Source: an optimization exercise on an open RTL-to-GDS flow (aim: small area and a short achievable clock period). Production flows keep margins and buffers that such runs may drop.
At most, simulation tests tie the RTL to the original design; equivalence was not proved.
For run 1, only the layout was checked, not whether the RTL still works.

## flow/design.v (module list and top-level ports; edited modules follow where they fit)
// module ParzenWindow_NP: 2258 lines
// module pw_fa: 4 lines
// module pw_ha: 4 lines
module ParzenWindow_NP (
    input  logic        clk_i,
    input  logic        rst_i,
    input  logic [9:0]  tri_i,
    output logic [25:0] win_o
);
  // ...
==> flow/run.sh <==
#!/bin/bash
# synth_recipe.tcl (not shown) runs the flow's synth.tcl, then flattens the netlist and writes it again
# the make line also repeats each setting of config.mk as NAME=value (left out here)
make -C /OpenROAD-flow-scripts/flow DESIGN_CONFIG=/design/flow/config.mk WORK_HOME=/design/flow/orfs CLKGATE_MAP_FILE= SYNTH_SCRIPT=/design/flow/synth_recipe.tcl finish
==> flow/config.mk <==
export PLATFORM = sky130hd
export DESIGN_NAME = ParzenWindow_NP
export DESIGN_NICKNAME = ParzenWindow_NP
export VERILOG_FILES = /design/flow/design.v
export SDC_FILE = /design/flow/constraint.sdc
export NUM_CORES = 4
export LEC_CHECK = 0
export CAP_MARGIN = 20
export CORE_MARGIN = 2
export CORE_UTILIZATION = 40
export SLEW_MARGIN = 20
export SYNTH_HIERARCHICAL = 1
export SYNTH_MINIMUM_KEEP_SIZE = 0
==> flow/constraint.sdc <==
create_clock -name core_clock -period 16.0 [get_ports {clk_i}]
set_input_delay 3.2000 -clock core_clock [delete_from_list [all_inputs] [get_ports {clk_i}]]
set_output_delay 3.2000 -clock core_clock [all_outputs]
set_load 0.01 [all_outputs]
==> flow_metrics.tcl, run 1 <==
set metrics [dict create \
    routed-wl-met2_um 9455 \
    placed_cell_area_sq_mm 0.009565 \
    hold_violations 0 \
    max_clock_freq_mhz 82.99 \
    drtIter0Drc 246 \
    layout.cells.non_filler 1188 \
    syn_area_sq_mm 0.009186 \
    synth_compound_area_share_pct 8.009 \
    cts.sinks 30 \
    place_congestion 0.8326 \
    crit_family "adder cells" \
    drive_above_1_share_pct 3.322 \
    cp_max_fo 20 \
    dominant_cells "multi-input combinational cells" \
    highest_layer "met4" \
    synth.distinct_cells 52 \
    avgRoutedWirePerCell_um 15.95 \
    portBuffers 31 \
    status "timing/DRC/antenna clean" \
    wirelength_um 18950 \
    grt_use_met1_pct 23.85 \
    vias 6186 \
    multi_input_area_share_pct 81.91 \
    tns_ns 0 \
    hp-class "primary input to register" \
    route.met3.wl_um 700 \
]
==> run 2: changes to the inputs <==
--- a/flow/design.v
+++ b/flow/design.v
@@ -1023,191 +1023,172 @@
 wire y1211;
 wire y1212;
 wire y1213;
 wire y1214;
 wire y1215;
 wire y1216;
 wire y1217;
 wire y1218;
-wire za1219;
-wire za1220;
-wire za1221;
-wire za1222;
-wire za1223;
-wire za1224;
-wire za1225;
-wire za1226;
-wire za1227;
-wire za1228;
-wire za1229;
-wire za1230;
-wire za1231;
-wire za1232;
-wire za1233;
-wire za1234;
-wire za1235;
-wire za1236;
-wire za1237;
-wire za1238;
-wire zb1239;
-wire zb1240;
-wire zb1241;
-wire zb1242;
-wire zb1243;
-wire zb1244;
-wire zb1245;
-wire zb1246;
-wire zb1247;
-wire zb1248;
-wire zb1249;
-wire zb1250;
-wire zb1251;
-wire zb1252;
-wire zb1253;
-wire zb1254;
-wire zb1255;
-wire zb1256;
-wire zb1257;
-wire g1258;
-wire p1259;
-wire g1260;
-wire p1261;
-wire g1262;
-wire p1263;
-wire g1264;
-wire p1265;
-wire g1266;
-wire p1267;
-wire g1268;
-wire p1269;
-wire g1270;
-wire p1271;
-wire g1272;
-wire p1273;
-wire g1274;
-wire p1275;
-wire g1276;
-wire p1277;
-wire g1278;
-wire p1279;
-wire g1280;
-wire p1281;
-wire g1282;
-wire p1283;
-wire g1284;
-wire p1285;
-wire g1286;
-wire p1287;
-wire g1288;
-wire p1289;
-wire g1290;
-wire p1291;
-wire g1292;
-wire p1293;
-wire g1294;
-wire p1295;
-wire Q1296;
-wire G1297;
-wire Q1298;
-wire G1299;
-wire Q1300;
-wire G1301;
-wire Q1302;
-wire G1303;
-wire Q1304;
-wire G1305;
-wire Q1306;
-wire G1307;
-wire Q1308;
-wire G1309;
-wire Q1310;
-wire G1311;
-wire Q1312;
-wire G1313;
-wire Q1314;
-wire G1315;
-wire Q1316;
-wire G1317;
-wire Q1318;
-wire G1319;
-wire Q1320;
-wire G1321;
-wire Q1322;
-wire G1323;
-wire Q1324;
-wire G1325;
-wire Q1326;
-wire G1327;
-wire Q1328;
-wire G1329;
-wire Q1330;
-wire G1331;
-wire Q1332;
-wire G1333;
-wire Q1334;
-wire G1335;
-wire Q1336;
-wire G1337;
-wire Q1338;
-wire G1339;
-wire Q1340;
-wire G1341;
-wire Q1342;
-wire G1343;
-wire Q1344;
-wire G1345;
-wire Q1346;
-wire G1347;
-wire Q1348;
-wire G1349;
-wire Q1350;
-wire G1351;
-wire Q1352;
-wire G1353;
-wire Q1354;
-wire G1355;
-wire Q1356;
-wire G1357;
-wire Q1358;
-wire G1359;
-wire Q1360;
-wire G1361;
-wire Q1362;
-wire G1363;
-wire Q1364;
-wire G1365;
-wire Q1366;
-wire G1367;
-wire Q1368;
-wire G1369;
-wire Q1370;
-wire G1371;
-wire Q1372;
-wire G1373;
-wire Q1374;
-wire z1375;
-wire z1376;
-wire z1377;
-wire z1378;
-wire z1379;
-wire z1380;
-wire z1381;
-wire z1382;
-wire z1383;
-wire z1384;
-wire z1385;
-wire z1386;
-wire z1387;
-wire z1388;
-wire z1389;
-wire z1390;
-wire z1391;
-wire z1392;
-wire z1393;
+wire ny1219;
+wire ny1220;
+wire ny1221;
+wire ny1222;
+wire ny1223;
+wire ny1224;
+wire ny1225;
+wire ny1226;
+wire ny1227;
+wire ny1228;
+wire ny1229;
+wire ny1230;
+wire ny1231;
+wire ny1232;
+wire ny1233;
+wire ny1234;
+wire ny1235;
+wire ny1236;
+wire ny1237;
+wire ny1238;
+wire g1239;
+wire p1240;
+wire g1241;
+wire p1242;
+wire g1243;
+wire p1244;
+wire g1245;
+wire p1246;
+wire g1247;
+wire p1248;
+wire g1249;
+wire p1250;
+wire g1251;
+wire p1252;
+wire g1253;
+wire p1254;
+wire g1255;
+wire p1256;
+wire g1257;
+wire p1258;
+wire g1259;
+wire p1260;
+wire g1261;
+wire p1262;
+wire g1263;
+wire p1264;
+wire g1265;
+wire p1266;
+wire g1267;
+wire p1268;
+wire g1269;
+wire p1270;
+wire g1271;
+wire p1272;
+wire g1273;
+wire p1274;
+wire g1275;
+wire p1276;
+wire Q1277;
+wire G1278;
+wire Q1279;
+wire G1280;
+wire Q1281;
+wire G1282;
+wire Q1283;
+wire G1284;
+wire Q1285;
+wire G1286;
+wire Q1287;
+wire G1288;
+wire Q1289;
+wire G1290;
+wire Q1291;
+wire G1292;
+wire Q1293;
+wire G1294;
+wire Q1295;
+wire G1296;
+wire Q1297;
+wire G1298;
+wire Q1299;
+wire G1300;
+wire Q1301;
+wire G1302;
+wire Q1303;
+wire G1304;
+wire Q1305;
+wire G1306;
+wire Q1307;
+wire G1308;
+wire Q1309;
+wire G1310;
+wire Q1311;
+wire G1312;
+wire Q1313;
+wire G1314;
+wire Q1315;
+wire G1316;
+wire Q1317;
+wire G1318;
+wire Q1319;
+wire G1320;
+wire Q1321;
+wire G1322;
+wire Q1323;
+wire G1324;
+wire Q1325;
+wire G1326;
+wire Q1327;
+wire G1328;
+wire Q1329;
+wire G1330;
+wire Q1331;
+wire G1332;
+wire Q1333;
+wire G1334;
+wire Q1335;
+wire G1336;
+wire Q1337;
+wire G1338;
+wire Q1339;
+wire G1340;
+wire Q1341;
+wire G1342;
+wire Q1343;
+wire G1344;
+wire Q1345;
+wire G1346;
+wire Q1347;
+wire G1348;
+wire Q1349;
+wire G1350;
+wire Q1351;
+wire G1352;
+wire Q1353;
+wire G1354;
+wire Q1355;
+wire t31356;
+wire t31357;
+wire t31358;
+wire t31359;
+wire t31360;
+wire t31361;
+wire t31362;
+wire t31363;
+wire t31364;
+wire t31365;
+wire t31366;
+wire t31367;
+wire t31368;
+wire t31369;
+wire t31370;
+wire t31371;
+wire t31372;
+wire t31373;
+wire t31374;
 assign nt0 = ~t[0];
 assign nt1 = ~t[1];
 assign nt2 = ~t[2];
 assign nt3 = ~t[3];
 assign nt4 = ~t[4];
 assign nt5 = ~t[5];
 assign nt6 = ~t[6];
 assign nt7 = ~t[7];
@@ -2041,211 +2022,192 @@
 assign Yp[12] = y1211;
 assign Yp[13] = y1212;
 assign Yp[14] = y1213;
 assign Yp[15] = y1214;
 assign Yp[16] = y1215;
 assign Yp[17] = y1216;
 assign Yp[18] = y1217;
 assign Yp[19] = y1218;
-assign za1219 = Yp[0] ^ k1_r;
-assign za1220 = Yp[1] ^ k1_r;
-assign za1221 = Yp[2] ^ k1_r;
-assign za1222 = Yp[3] ^ k1_r;
-assign za1223 = Yp[4] ^ k1_r;
-assign za1224 = Yp[5] ^ k1_r;
-assign za1225 = Yp[6] ^ k1_r;
-assign za1226 = Yp[7] ^ k1_r;
-assign za1227 = Yp[8] ^ k1_r;
-assign za1228 = Yp[9] ^ k1_r;
-assign za1229 = Yp[10] ^ k1_r;
-assign za1230 = Yp[11] ^ k1_r;
-assign za1231 = Yp[12] ^ k1_r;
-assign za1232 = Yp[13] ^ k1_r;
-assign za1233 = Yp[14] ^ k1_r;
-assign za1234 = Yp[15] ^ k1_r;
-assign za1235 = Yp[16] ^ k1_r;
-assign za1236 = Yp[17] ^ k1_r;
-assign za1237 = Yp[18] ^ k1_r;
-assign za1238 = Yp[19] ^ k1_r;
-assign zb1239 = ~Yp[0] & k1_r;
-assign zb1240 = ~Yp[1] & k1_r;
-assign zb1241 = ~Yp[2] & k1_r;
-assign zb1242 = ~Yp[3] & k1_r;
-assign zb1243 = ~Yp[4] & k1_r;
-assign zb1244 = ~Yp[5] & k1_r;
-assign zb1245 = ~Yp[6] & k1_r;
-assign zb1246 = ~Yp[7] & k1_r;
-assign zb1247 = ~Yp[8] & k1_r;
-assign zb1248 = ~Yp[9] & k1_r;
-assign zb1249 = ~Yp[10] & k1_r;
-assign zb1250 = ~Yp[11] & k1_r;
-assign zb1251 = ~Yp[12] & k1_r;
-assign zb1252 = ~Yp[13] & k1_r;
-assign zb1253 = ~Yp[14] & k1_r;
-assign zb1254 = ~Yp[15] & k1_r;
-assign zb1255 = ~Yp[16] & k1_r;
-assign zb1256 = ~Yp[17] & k1_r;
-assign zb1257 = ~Yp[18] & k1_r;
-assign g1258 = za1220 & zb1239;
-assign p1259 = za1220 ^ zb1239;
-assign g1260 = za1221 & zb1240;
-assign p1261 = za1221 ^ zb1240;
-assign g1262 = za1222 & zb1241;
-assign p1263 = za1222 ^ zb1241;
-assign g1264 = za1223 & zb1242;
-assign p1265 = za1223 ^ zb1242;
-assign g1266 = za1224 & zb1243;
-assign p1267 = za1224 ^ zb1243;
-assign g1268 = za1225 & zb1244;
-assign p1269 = za1225 ^ zb1244;
-assign g1270 = za1226 & zb1245;
-assign p1271 = za1226 ^ zb1245;
-assign g1272 = za1227 & zb1246;
-assign p1273 = za1227 ^ zb1246;
-assign g1274 = za1228 & zb1247;
-assign p1275 = za1228 ^ zb1247;
-assign g1276 = za1229 & zb1248;
-assign p1277 = za1229 ^ zb1248;
-assign g1278 = za1230 & zb1249;
-assign p1279 = za1230 ^ zb1249;
-assign g1280 = za1231 & zb1250;
-assign p1281 = za1231 ^ zb1250;
-assign g1282 = za1232 & zb1251;
-assign p1283 = za1232 ^ zb1251;
-assign g1284 = za1233 & zb1252;
-assign p1285 = za1233 ^ zb1252;
-assign g1286 = za1234 & zb1253;
-assign p1287 = za1234 ^ zb1253;
-assign g1288 = za1235 & zb1254;
-assign p1289 = za1235 ^ zb1254;
-assign g1290 = za1236 & zb1255;
-assign p1291 = za1236 ^ zb1255;
-assign g1292 = za1237 & zb1256;
-assign p1293 = za1237 ^ zb1256;
-assign g1294 = za1238 & zb1257;
-assign p1295 = za1238 ^ zb1257;
-assign Q1296 = p1259 & za1219;
-assign G1297 = g1262 | (p1263 & g1260);
-assign Q1298 = p1263 & p1261;
-assign G1299 = g1266 | (p1267 & g1264);
-assign Q1300 = p1267 & p1265;
-assign G1301 = g1270 | (p1271 & g1268);
-assign Q1302 = p1271 & p1269;
-assign G1303 = g1274 | (p1275 & g1272);
-assign Q1304 = p1275 & p1273;
-assign G1305 = g1278 | (p1279 & g1276);
-assign Q1306 = p1279 & p1277;
-assign G1307 = g1282 | (p1283 & g1280);
-assign Q1308 = p1283 & p1281;
-assign G1309 = g1286 | (p1287 & g1284);
-assign Q1310 = p1287 & p1285;
-assign G1311 = g1290 | (p1291 & g1288);
-assign Q1312 = p1291 & p1289;
-assign G1313 = g1294 | (p1295 & g1292);
-assign Q1314 = p1295 & p1293;
-assign G1315 = g1260 | (p1261 & g1258);
-assign Q1316 = p1261 & Q1296;
-assign G1317 = G1297 | (Q1298 & g1258);
-assign Q1318 = Q1298 & Q1296;
-assign G1319 = g1268 | (p1269 & G1299);
-assign Q1320 = p1269 & Q1300;
-assign G1321 = G1301 | (Q1302 & G1299);
-assign Q1322 = Q1302 & Q1300;
-assign G1323 = g1276 | (p1277 & G1303);
-assign Q1324 = p1277 & Q1304;
-assign G1325 = G1305 | (Q1306 & G1303);
-assign Q1326 = Q1306 & Q1304;
-assign G1327 = g1284 | (p1285 & G1307);
-assign Q1328 = p1285 & Q1308;
-assign G1329 = G1309 | (Q1310 & G1307);
-assign Q1330 = Q1310 & Q1308;
-assign G1331 = g1292 | (p1293 & G1311);
-assign Q1332 = p1293 & Q1312;
-assign G1333 = G1313 | (Q1314 & G1311);
-assign Q1334 = Q1314 & Q1312;
-assign G1335 = g1264 | (p1265 & G1317);
-assign Q1336 = p1265 & Q1318;
-assign G1337 = G1299 | (Q1300 & G1317);
-assign Q1338 = Q1300 & Q1318;
-assign G1339 = G1319 | (Q1320 & G1317);
-assign Q1340 = Q1320 & Q1318;
-assign G1341 = G1321 | (Q1322 & G1317);
-assign Q1342 = Q1322 & Q1318;
-assign G1343 = g1280 | (p1281 & G1325);
-assign Q1344 = p1281 & Q1326;
-assign G1345 = G1307 | (Q1308 & G1325);
-assign Q1346 = Q1308 & Q1326;
-assign G1347 = G1327 | (Q1328 & G1325);
-assign Q1348 = Q1328 & Q1326;
-assign G1349 = G1329 | (Q1330 & G1325);
-assign Q1350 = Q1330 & Q1326;
-assign G1351 = g1272 | (p1273 & G1341);
-assign Q1352 = p1273 & Q1342;
-assign G1353 = G1303 | (Q1304 & G1341);
-assign Q1354 = Q1304 & Q1342;
-assign G1355 = G1323 | (Q1324 & G1341);
-assign Q1356 = Q1324 & Q1342;
-assign G1357 = G1325 | (Q1326 & G1341);
-assign Q1358 = Q1326 & Q1342;
-assign G1359 = G1343 | (Q1344 & G1341);
-assign Q1360 = Q1344 & Q1342;
-assign G1361 = G1345 | (Q1346 & G1341);
-assign Q1362 = Q1346 & Q1342;
-assign G1363 = G1347 | (Q1348 & G1341);
-assign Q1364 = Q1348 & Q1342;
-assign G1365 = G1349 | (Q1350 & G1341);
-assign Q1366 = Q1350 & Q1342;
-assign G1367 = g1288 | (p1289 & G1365);
-assign Q1368 = p1289 & Q1366;
-assign G1369 = G1311 | (Q1312 & G1365);
-assign Q1370 = Q1312 & Q1366;
-assign G1371 = G1331 | (Q1332 & G1365);
-assign Q1372 = Q1332 & Q1366;
-assign G1373 = G1333 | (Q1334 & G1365);
-assign Q1374 = Q1334 & Q1366;
-assign z1375 = p1259 ^ 1'b0;
-assign z1376 = p1261 ^ g1258;
-assign z1377 = p1263 ^ G1315;
-assign z1378 = p1265 ^ G1317;
-assign z1379 = p1267 ^ G1335;
-assign z1380 = p1269 ^ G1337;
-assign z1381 = p1271 ^ G1339;
-assign z1382 = p1273 ^ G1341;
-assign z1383 = p1275 ^ G1351;
-assign z1384 = p1277 ^ G1353;
-assign z1385 = p1279 ^ G1355;
-assign z1386 = p1281 ^ G1357;
-assign z1387 = p1283 ^ G1359;
-assign z1388 = p1285 ^ G1361;
-assign z1389 = p1287 ^ G1363;
-assign z1390 = p1289 ^ G1365;
-assign z1391 = p1291 ^ G1367;
-assign z1392 = p1293 ^ G1369;
-assign z1393 = p1295 ^ G1371;
-assign Z[0] = za1219;
-assign Z[1] = z1375;
-assign Z[2] = z1376;
-assign Z[3] = z1377;
-assign Z[4] = z1378;
-assign Z[5] = z1379;
-assign Z[6] = z1380;
-assign Z[7] = z1381;
-assign Z[8] = z1382;
-assign Z[9] = z1383;
-assign Z[10] = z1384;
-assign Z[11] = z1385;
-assign Z[12] = z1386;
-assign Z[13] = z1387;
-assign Z[14] = z1388;
-assign Z[15] = z1389;
-assign Z[16] = z1390;
-assign Z[17] = z1391;
-assign Z[18] = z1392;
-assign Z[19] = z1393;
+assign ny1219 = ~Yp[0];
+assign ny1220 = ~Yp[1];
+assign ny1221 = ~Yp[2];
+assign ny1222 = ~Yp[3];
+assign ny1223 = ~Yp[4];
+assign ny1224 = ~Yp[5];
+assign ny1225 = ~Yp[6];
+assign ny1226 = ~Yp[7];
+assign ny1227 = ~Yp[8];
+assign ny1228 = ~Yp[9];
+assign ny1229 = ~Yp[10];
+assign ny1230 = ~Yp[11];
+assign ny1231 = ~Yp[12];
+assign ny1232 = ~Yp[13];
+assign ny1233 = ~Yp[14];
+assign ny1234 = ~Yp[15];
+assign ny1235 = ~Yp[16];
+assign ny1236 = ~Yp[17];
+assign ny1237 = ~Yp[18];
+assign ny1238 = ~Yp[19];
+assign g1239 = ny1220 & ny1219;
+assign p1240 = ny1220 ^ ny1219;
+assign g1241 = ny1221 & ny1220;
+assign p1242 = ny1221 ^ ny1220;
+assign g1243 = ny1222 & ny1221;
+assign p1244 = ny1222 ^ ny1221;
+assign g1245 = ny1223 & ny1222;
+assign p1246 = ny1223 ^ ny1222;
+assign g1247 = ny1224 & ny1223;
+assign p1248 = ny1224 ^ ny1223;
+assign g1249 = ny1225 & ny1224;
+assign p1250 = ny1225 ^ ny1224;
+assign g1251 = ny1226 & ny1225;
+assign p1252 = ny1226 ^ ny1225;
+assign g1253 = ny1227 & ny1226;
+assign p1254 = ny1227 ^ ny1226;
+assign g1255 = ny1228 & ny1227;
+assign p1256 = ny1228 ^ ny1227;
+assign g1257 = ny1229 & ny1228;
+assign p1258 = ny1229 ^ ny1228;
+assign g1259 = ny1230 & ny1229;
+assign p1260 = ny1230 ^ ny1229;
+assign g1261 = ny1231 & ny1230;
+assign p1262 = ny1231 ^ ny1230;
+assign g1263 = ny1232 & ny1231;
+assign p1264 = ny1232 ^ ny1231;
+assign g1265 = ny1233 & ny1232;
+assign p1266 = ny1233 ^ ny1232;
+assign g1267 = ny1234 & ny1233;
+assign p1268 = ny1234 ^ ny1233;
+assign g1269 = ny1235 & ny1234;
+assign p1270 = ny1235 ^ ny1234;
+assign g1271 = ny1236 & ny1235;
+assign p1272 = ny1236 ^ ny1235;
+assign g1273 = ny1237 & ny1236;
+assign p1274 = ny1237 ^ ny1236;
+assign g1275 = ny1238 & ny1237;
+assign p1276 = ny1238 ^ ny1237;
+assign Q1277 = p1240 & ny1219;
+assign G1278 = g1243 | (p1244 & g1241);
+assign Q1279 = p1244 & p1242;
+assign G1280 = g1247 | (p1248 & g1245);
+assign Q1281 = p1248 & p1246;
+assign G1282 = g1251 | (p1252 & g1249);
+assign Q1283 = p1252 & p1250;
+assign G1284 = g1255 | (p1256 & g1253);
+assign Q1285 = p1256 & p1254;
+assign G1286 = g1259 | (p1260 & g1257);
+assign Q1287 = p1260 & p1258;
+assign G1288 = g1263 | (p1264 & g1261);
+assign Q1289 = p1264 & p1262;
+assign G1290 = g1267 | (p1268 & g1265);
+assign Q1291 = p1268 & p1266;
+assign G1292 = g1271 | (p1272 & g1269);
+assign Q1293 = p1272 & p1270;
+assign G1294 = g1275 | (p1276 & g1273);
+assign Q1295 = p1276 & p1274;
+assign G1296 = g1241 | (p1242 & g1239);
+assign Q1297 = p1242 & Q1277;
+assign G1298 = G1278 | (Q1279 & g1239);
+assign Q1299 = Q1279 & Q1277;
+assign G1300 = g1249 | (p1250 & G1280);
+assign Q1301 = p1250 & Q1281;
+assign G1302 = G1282 | (Q1283 & G1280);
+assign Q1303 = Q1283 & Q1281;
+assign G1304 = g1257 | (p1258 & G1284);
+assign Q1305 = p1258 & Q1285;
+assign G1306 = G1286 | (Q1287 & G1284);
+assign Q1307 = Q1287 & Q1285;
+assign G1308 = g1265 | (p1266 & G1288);
+assign Q1309 = p1266 & Q1289;
+assign G1310 = G1290 | (Q1291 & G1288);
+assign Q1311 = Q1291 & Q1289;
+assign G1312 = g1273 | (p1274 & G1292);
+assign Q1313 = p1274 & Q1293;
+assign G1314 = G1294 | (Q1295 & G1292);
+assign Q1315 = Q1295 & Q1293;
+assign G1316 = g1245 | (p1246 & G1298);
+assign Q1317 = p1246 & Q1299;
+assign G1318 = G1280 | (Q1281 & G1298);
+assign Q1319 = Q1281 & Q1299;
+assign G1320 = G1300 | (Q1301 & G1298);
+assign Q1321 = Q1301 & Q1299;
+assign G1322 = G1302 | (Q1303 & G1298);
+assign Q1323 = Q1303 & Q1299;
+assign G1324 = g1261 | (p1262 & G1306);
+assign Q1325 = p1262 & Q1307;
+assign G1326 = G1288 | (Q1289 & G1306);
+assign Q1327 = Q1289 & Q1307;
+assign G1328 = G1308 | (Q1309 & G1306);
+assign Q1329 = Q1309 & Q1307;
+assign G1330 = G1310 | (Q1311 & G1306);
+assign Q1331 = Q1311 & Q1307;
+assign G1332 = g1253 | (p1254 & G1322);
+assign Q1333 = p1254 & Q1323;
+assign G1334 = G1284 | (Q1285 & G1322);
+assign Q1335 = Q1285 & Q1323;
+assign G1336 = G1304 | (Q1305 & G1322);
+assign Q1337 = Q1305 & Q1323;
+assign G1338 = G1306 | (Q1307 & G1322);
+assign Q1339 = Q1307 & Q1323;
+assign G1340 = G1324 | (Q1325 & G1322);
+assign Q1341 = Q1325 & Q1323;
+assign G1342 = G1326 | (Q1327 & G1322);
+assign Q1343 = Q1327 & Q1323;
+assign G1344 = G1328 | (Q1329 & G1322);
+assign Q1345 = Q1329 & Q1323;
+assign G1346 = G1330 | (Q1331 & G1322);
+assign Q1347 = Q1331 & Q1323;
+assign G1348 = g1269 | (p1270 & G1346);
+assign Q1349 = p1270 & Q1347;
+assign G1350 = G1292 | (Q1293 & G1346);
+assign Q1351 = Q1293 & Q1347;
+assign G1352 = G1312 | (Q1313 & G1346);
+assign Q1353 = Q1313 & Q1347;
+assign G1354 = G1314 | (Q1315 & G1346);
+assign Q1355 = Q1315 & Q1347;
+assign t31356 = p1240 ^ 1'b0;
+assign t31357 = p1242 ^ g1239;
+assign t31358 = p1244 ^ G1296;
+assign t31359 = p1246 ^ G1298;
+assign t31360 = p1248 ^ G1316;
+assign t31361 = p1250 ^ G1318;
+assign t31362 = p1252 ^ G1320;
+assign t31363 = p1254 ^ G1322;
+assign t31364 = p1256 ^ G1332;
+assign t31365 = p1258 ^ G1334;
+assign t31366 = p1260 ^ G1336;
+assign t31367 = p1262 ^ G1338;
+assign t31368 = p1264 ^ G1340;
+assign t31369 = p1266 ^ G1342;
+assign t31370 = p1268 ^ G1344;
+assign t31371 = p1270 ^ G1346;
+assign t31372 = p1272 ^ G1348;
+assign t31373 = p1274 ^ G1350;
+assign t31374 = p1276 ^ G1352;
+assign Z[0] = k1_r ? ny1219 : Yp[0];
+assign Z[1] = k1_r ? t31356 : Yp[1];
+assign Z[2] = k1_r ? t31357 : Yp[2];
+assign Z[3] = k1_r ? t31358 : Yp[3];
+assign Z[4] = k1_r ? t31359 : Yp[4];
+assign Z[5] = k1_r ? t31360 : Yp[5];
+assign Z[6] = k1_r ? t31361 : Yp[6];
+assign Z[7] = k1_r ? t31362 : Yp[7];
+assign Z[8] = k1_r ? t31363 : Yp[8];
+assign Z[9] = k1_r ? t31364 : Yp[9];
+assign Z[10] = k1_r ? t31365 : Yp[10];
+assign Z[11] = k1_r ? t31366 : Yp[11];
+assign Z[12] = k1_r ? t31367 : Yp[12];
+assign Z[13] = k1_r ? t31368 : Yp[13];
+assign Z[14] = k1_r ? t31369 : Yp[14];
+assign Z[15] = k1_r ? t31370 : Yp[15];
+assign Z[16] = k1_r ? t31371 : Yp[16];
+assign Z[17] = k1_r ? t31372 : Yp[17];
+assign Z[18] = k1_r ? t31373 : Yp[18];
+assign Z[19] = k1_r ? t31374 : Yp[19];
 always_ff @(posedge clk_i) begin
     if (!rst_i) begin
         tr <= '0;
         nsel_r <= 1'b0;
         k1_r <= 1'b0;
         u_r <= 1'b0;
     end else begin
         tr <= t;
==> flow/config.mk (replaced) <==
export PLATFORM = sky130hd
export DESIGN_NAME = ParzenWindow_NP
export DESIGN_NICKNAME = ParzenWindow_NP
export VERILOG_FILES = /design/flow/design.v
export SDC_FILE = /design/flow/constraint.sdc
export NUM_CORES = 4
export LEC_CHECK = 0
export CAP_MARGIN = 20
export CORE_MARGIN = 2
export CORE_UTILIZATION = 40
export SETUP_SLACK_MARGIN = 5
export SLEW_MARGIN = 20
export SYNTH_HIERARCHICAL = 1
export SYNTH_MINIMUM_KEEP_SIZE = 0
==> flow_metrics.tcl, run 2 <==
set metrics [dict create \
    status "timing/DRC/antenna clean" \
    track_usage_pct 16.95 \
    hp-class "primary input to register" \
    place_congestion 0.8354 \
    die_h_um 152.4 \
    async_reset_ff_share_pct 0 \
    design_area_sq_mm 0.009713 \
    preCtsSetupSlack_ns 4.331 \
    min_period_over_period_pct 67.50 \
    synth_cells 881 \
    clk_pin_slew_worst_paths_ns 0.05 \
    area_growth_pct 10.25 \
    hpwl_um 14620 \
    drt-pass1-iter-count 5 \
    tightest_slew_ns 0.7386 \
    synth_edf_count 0 \
    yosysWarningCount 7 \
    cp.arrival_ns 7.60 \
    whs_ns 3.722 \
    endpoint_kind "primary output" \
    hold_start "tri_i[0]" \
    max_clock_freq_mhz 92.59 \
    start_util_pct 40.62 \
    synth_top_area_share_pct 46.13 \
    maxSlewHeadroom_pct 50.76 \
    synthTopCellsByArea "fa_1 46%, ha_1 12%, nand2_1 7.3%" \
    syn_area_sq_mm 0.008810 \
    multi_input_area_sq_mm 0.007888 \
    min_period_ns 10.80 \
    portBuffers 31 \
    clockBufferDepth 2 \
    cts.sinks 30 \
    cp_max_fo 14 \
    synth.distinct_cells 54 \
    yosysSeqAreaShare_pct 6.817 \
    most-common-layout-cells "202 x fa_1, 172 x nand2_1, 88 x ha_1, 85 x and2_1, 50 x inv_1" \
    placed_cell_area_sq_mm 0.009303 \
    crit_start "tr[0]" \
    synth_seq_cells 30 \
    avgRoutedWirePerCell_um 16.63 \
    drc 0 \
    wirelength_um 19340 \
    grt_pass1_wl_um 32550 \
    ant_nets 0 \
    core_sq_mm 0.02169 \
    fill_cells 2077 \
    synth_common_cells "203 x fa_1, 172 x nand2_1, 88 x ha_1" \
    syn_avg_cell_area_sq_um 10.00 \
    grt_start_max_net_pins 53 \
    largest_reg_flops 18 \
    rsz0062_at_grt "true" \
    antenna_found_initial 0 \
    cts_tree "built" \
    cp.required_ns 12.80 \
    placed_cells 1147 \
    grt_pass1_vias 6512 \
    drtIter0Drc 320 \
    die_area_sq_mm 0.02323 \
    cts_inserted_buffers 5 \
    crit_type "register to primary output" \
    diodes 0 \
    regMostFlops "S_q" \
    die_w_um 152.4 \
    vias_per_cell 5.271 \
    hold_violations 0 \
    slew_viol_final 0 \
    reg.largest.list "S_q: 18 flops, tr: 9 flops" \
    setup_viol 0 \
    synth.most_common_cell "fa_1" \
    final_util_pct 44.78 \
    final.setup.worst_slack_ns 5.200 \
    tns_ns 0 \
    cap_violations 0 \
    layout.cells.non_filler 1163 \
    num_rows 54 \
    layout_commonest_cell "fa_1" \
    cp_slowest_cell "fa_2" \
    dominantRegCellSynth "dfxtp_1" \
    grt_overflow 0 \
    cp_slowest_stage_delay_ns 0.59 \
    seq_area_sq_um 638.1 \
    cts_root_buffer "clkbuf_16" \
    vias 6130 \
    drive_above_1_share_pct 8.267 \
    htreeDepth 2 \
    crit_top_cell "fa_1" \
    nNetsFinal 1185 \
    worstHoldPathCells 2 \
    pin_count 38 \
    synth.largest_area_cell "fa_1" \
    start_kind "register" \
]
==> run 2: path summary, 6_finish.rpt <==
check                  endpoint  slack, ns
worst max-delay path  win_o[20]       5.20
worst min-delay path     S_q[2]       3.72
==> run 2: kinds of logic after synthesis <==
group           after synthesis  synth area share, %
compound gates              111                9.033
xor+xnor                     36                3.750
fa+ha+maj                   293                58.87
buf+inv                     107                4.815
flops                        30                6.817
mux                           3               0.3409
other cells                   1              0.04257
simple gates                300                16.33
==> run 2: timing repair <==
| action | in CTS | in global routing |
|---|---|---|
| hold buffers | 0 | 0 |
| pin swaps | 6 | 9 |
| setup endpoints to repair | 9 | 8 |
| gates cloned | 0 | 1 |
| resized for setup | 38 | 22 |
| setup buffers | 4 | 3 |
==> run 2: Yosys stat by module (local to each module, per instance) <==
| module | times used | cells | flops+latches |
|---|---|---|---|
| ParzenWindow_NP | 1 | 674 | 30 |
| pw_ha | 16 | 1 | 0 |
| pw_fa | 191 | 1 | 0 |
==> run 2: critical path: cells and delay by family, from the launching register on <==
kind / cells / cell delay, ns
flops: 1 / 0.38
mux: 1 / 0.22
simple gates: 6 / 0.64
compound gates: 9 / 1.65
buf+inv: 3 / 0.50
fa+ha+maj: 8 / 3.79
xor+xnor: 1 / 0.14
==> run 2: layout make-up <==
cell class / count / area share [%]
Clock buffer: 6 / 1.430
Clock inverter: 2 / 0.1288
Inverter: 51 / 2.022
Multi-Input combinational cell: 749 / 81.21
Sequential cell: 30 / 6.570
Tap cell: 280 / 3.607
Timing Repair Buffer: 45 / 5.037
==> run 2: routing by layer <==
metal / wire (um) / vias up / GRT usage [%] / part of all wire, %
met5: 0 / - / 0 / 0
met4: 118 / 0 / 2.181 / 0.61
met3: 683 / 10 / 1.337 / 3.5
met2: 10070 / 124 / 30.12 / 52
met1: 8463 / 3185 / 23.38 / 44
li1: - / 2811 / - / -

==> afterwards: timing with drivers on the ports <==
In the flow no input, the clock included, has a driving cell. The finished layouts below were timed again as built, in two steps.
Step 1: set_driving_cell puts a clkbuf_16 on clk_i and a buf_2 on each other input, an assumption about the parent block.
Step 2 times the ports against the registers' clock, not the clock port: input delays grow and output delays shrink by t, the midpoint of the rising clock arrivals with the driver on.
Slacks: ideal / step 1 / step 2; pairs: ideal / step 1.
run	shift t [ns]	setup WS [ns]	hold WS [ns]
run 1	0.299	3.950 / 3.920 / 4.219	3.746 / 3.739 / 4.039
run 2	0.303	5.200 / 5.168 / 5.471	3.722 / 3.716 / 4.019
After both steps setup and hold are still met in every run listed.
